This design comes from an exercise in tuning for small area and a short achievable clock period on the open sky130 flow, not from production work.
In this exercise RTL edits were held to simulation tests only and were not proved equivalent to the original.
Power and IR drop assume default switching activity.

Design divider_top, start of the top module:
module divider_top (
    input  wire        clk,
    input  wire [31:0] dividend,
    input  wire [31:0] divisor,
    output reg  [31:0] quotient,
    output reg  [31:0] remainder
);
    reg  [31:0] dividend_q, divisor_q;
    wire [31:0] quotient_d, remainder_d;
    signed_divider #(.WIDTH(32)) u_div (
        .dividend (dividend_q),
        .divisor  (divisor_q),
        .quotient (quotient_d),
        .remainder(remainder_d)
    );
    always @(posedge clk) begin
        dividend_q <= dividend;
        divisor_q  <= divisor;
        quotient   <= quotient_d;
        remainder  <= remainder_d;
    end
endmodule
For scale: about 8000 cells after synthesis, ~130 flip-flops, ~130 I/O pins, about 45000 µm² of cells after synthesis.
export LEC_CHECK = 0
export ABC_AREA = 1
export CAP_MARGIN = 20
export CORE_MARGIN = 2
export CORE_UTILIZATION = 40
export SLEW_MARGIN = 20
create_clock -name core_clock -period 140.0 [get_ports {clk}]
standard.sh (not shown) runs the stock make flow with config.mk's settings and CLKGATE_MAP_FILE= SYNTH_SCRIPT=/design/flow/synth_recipe.tcl, a recipe that flattens the netlist after the stock synthesis.
==> flow/flow/run.sh <==
#!/bin/bash
# The standard layout (standard.sh), with ORFS's repair_timing steps asked to
# leave a setup margin of 97 ns and limited to resizing gates and inserting buffers
# (no gate cloning, buffer removal or pin swaps); clock period, constraints and
# every other step are unchanged.
set -euo pipefail
bash standard.sh SETUP_SLACK_MARGIN=97 SETUP_MOVE_SEQUENCE=sizeup,buffer SKIP_GATE_CLONING=1 \
  SKIP_BUFFER_REMOVAL=1 SKIP_PIN_SWAP=1 finish > standard_make.log 2>&1
The starting point completed with no timing, DRC or antenna violations.
Change:
==> flow/run.sh (new file) <==
#!/bin/bash
# synth_recipe.tcl (not shown) runs the flow's synth.tcl, then flattens the netlist and writes it again
# the make line also repeats each setting of config.mk as NAME=value (left out here)
make -C /OpenROAD-flow-scripts/flow DESIGN_CONFIG=/design/flow/config.mk WORK_HOME=/design/flow/orfs CLKGATE_MAP_FILE= SYNTH_SCRIPT=/design/flow/synth_recipe.tcl finish
Settings changed: CAP_MARGIN 20 to 80, SLEW_MARGIN 20 to 80.
removed: flow/flow/run.sh
removed: flow/standard.sh
The changed run completed without violations.
Hold slack got worse by 0.16 ns.
Final area goes down by 9.4%.
Power goes down by about 9%.
First-iteration DRC count goes down by 3.5%.
Worst setup slack got worse by 2.3 ns.
Routed wire length goes down by about 5%.
Change:
Settings changed: CAP_MARGIN 80 to 20, SLEW_MARGIN 80 to 20.
Result: Cell count drops by 1.5%. Synthesized cell count does not change. Total power came out lower by 6.9%. Clock-buffer cell count increases by 2. Core utilization came out lower by 3.8 points. Non-clock buffer count is lower by 143. Routed wire length drops by 1.3%. Setup slack got worse by 3.7 ns. Worst hold slack improved by 0.069 ns.
Change:
==> flow/flow/run.sh (new file) <==
#!/bin/bash
# The standard layout (standard.sh), with ORFS's repair_timing steps asked to
# leave a setup margin of 96 ns, so that they size and buffer the divider's
# critical paths; clock period, constraints and every other step are unchanged.
set -euo pipefail
bash standard.sh SETUP_SLACK_MARGIN=96 finish > standard_make.log 2>&1
==> flow/standard.sh (new file) <==
#!/bin/bash
# synth_recipe.tcl (not shown) runs the flow's synth.tcl, then flattens the netlist and writes it again
# the make line also repeats each setting of config.mk as NAME=value (left out here)
make -C /OpenROAD-flow-scripts/flow DESIGN_CONFIG=/design/flow/config.mk WORK_HOME=/design/flow/orfs CLKGATE_MAP_FILE= SYNTH_SCRIPT=/design/flow/synth_recipe.tcl "${@:-finish}"
removed: flow/run.sh
Global-route usage went up by 0.66 points.
Critical path depth went down by 2.
Sequential power is about the same.
Setup slack improved by 7.4 ns.
Power went up by 11%.
Utilization went up by 4.3 points.
Wire length went up by about 9%.
First-iteration DRC count went up by about 13%.
Design area went up by 11%.
Change:
==> flow/run.sh (new file) <==
#!/bin/bash
# synth_recipe.tcl (not shown) runs the flow's synth.tcl, then flattens the netlist and writes it again
# the make line also repeats each setting of config.mk as NAME=value (left out here)
make -C /OpenROAD-flow-scripts/flow DESIGN_CONFIG=/design/flow/config.mk WORK_HOME=/design/flow/orfs CLKGATE_MAP_FILE= SYNTH_SCRIPT=/design/flow/synth_recipe.tcl finish
Settings changed: CAP_MARGIN 20 to 50, SLEW_MARGIN 20 to 50.
removed: flow/flow/run.sh
removed: flow/standard.sh
=> Die area stays the same; first-iteration DRC count shrinks by roughly a tenth; maximum frequency falls by roughly a tenth; sequential cell count is unchanged; combinational power shrinks by roughly a tenth; routed wire length falls by a little under a tenth.

## what the ideal ports hide
How much do the figures lean on ideal ports? The routed layouts below were timed once more, with nothing changed but the port constraints.
Step 1: set_driving_cell puts a clkbuf_16 on clk and a buf_2 on each other input, an assumption about the parent block.
Step 2, shift: input delay + t, output delay - t, t = (earliest + latest rising clock arrival at the registers) / 2. This alone moves slack from input paths to output paths.
a / b / c = no drivers / after step 1 / after step 2; a / b = the first two.
run | t, ns | slack for setup (ns) | worst hold slack (ns)
the first run | 0.607 | 97.216 / 97.216 / 97.216 | 0.834 / 0.834 / 0.834
the second run | 0.599 | 94.923 / 94.923 / 94.923 | 0.676 / 0.676 / 0.676
the third run | 0.604 | 91.242 / 91.242 / 91.242 | 0.745 / 0.745 / 0.745
the fourth run | 0.605 | 98.630 / 98.630 / 98.630 | 0.795 / 0.795 / 0.795
the fifth run | 0.599 | 92.321 / 92.321 / 92.321 | 0.716 / 0.716 / 0.716
After both steps setup and hold are still met in every run listed.
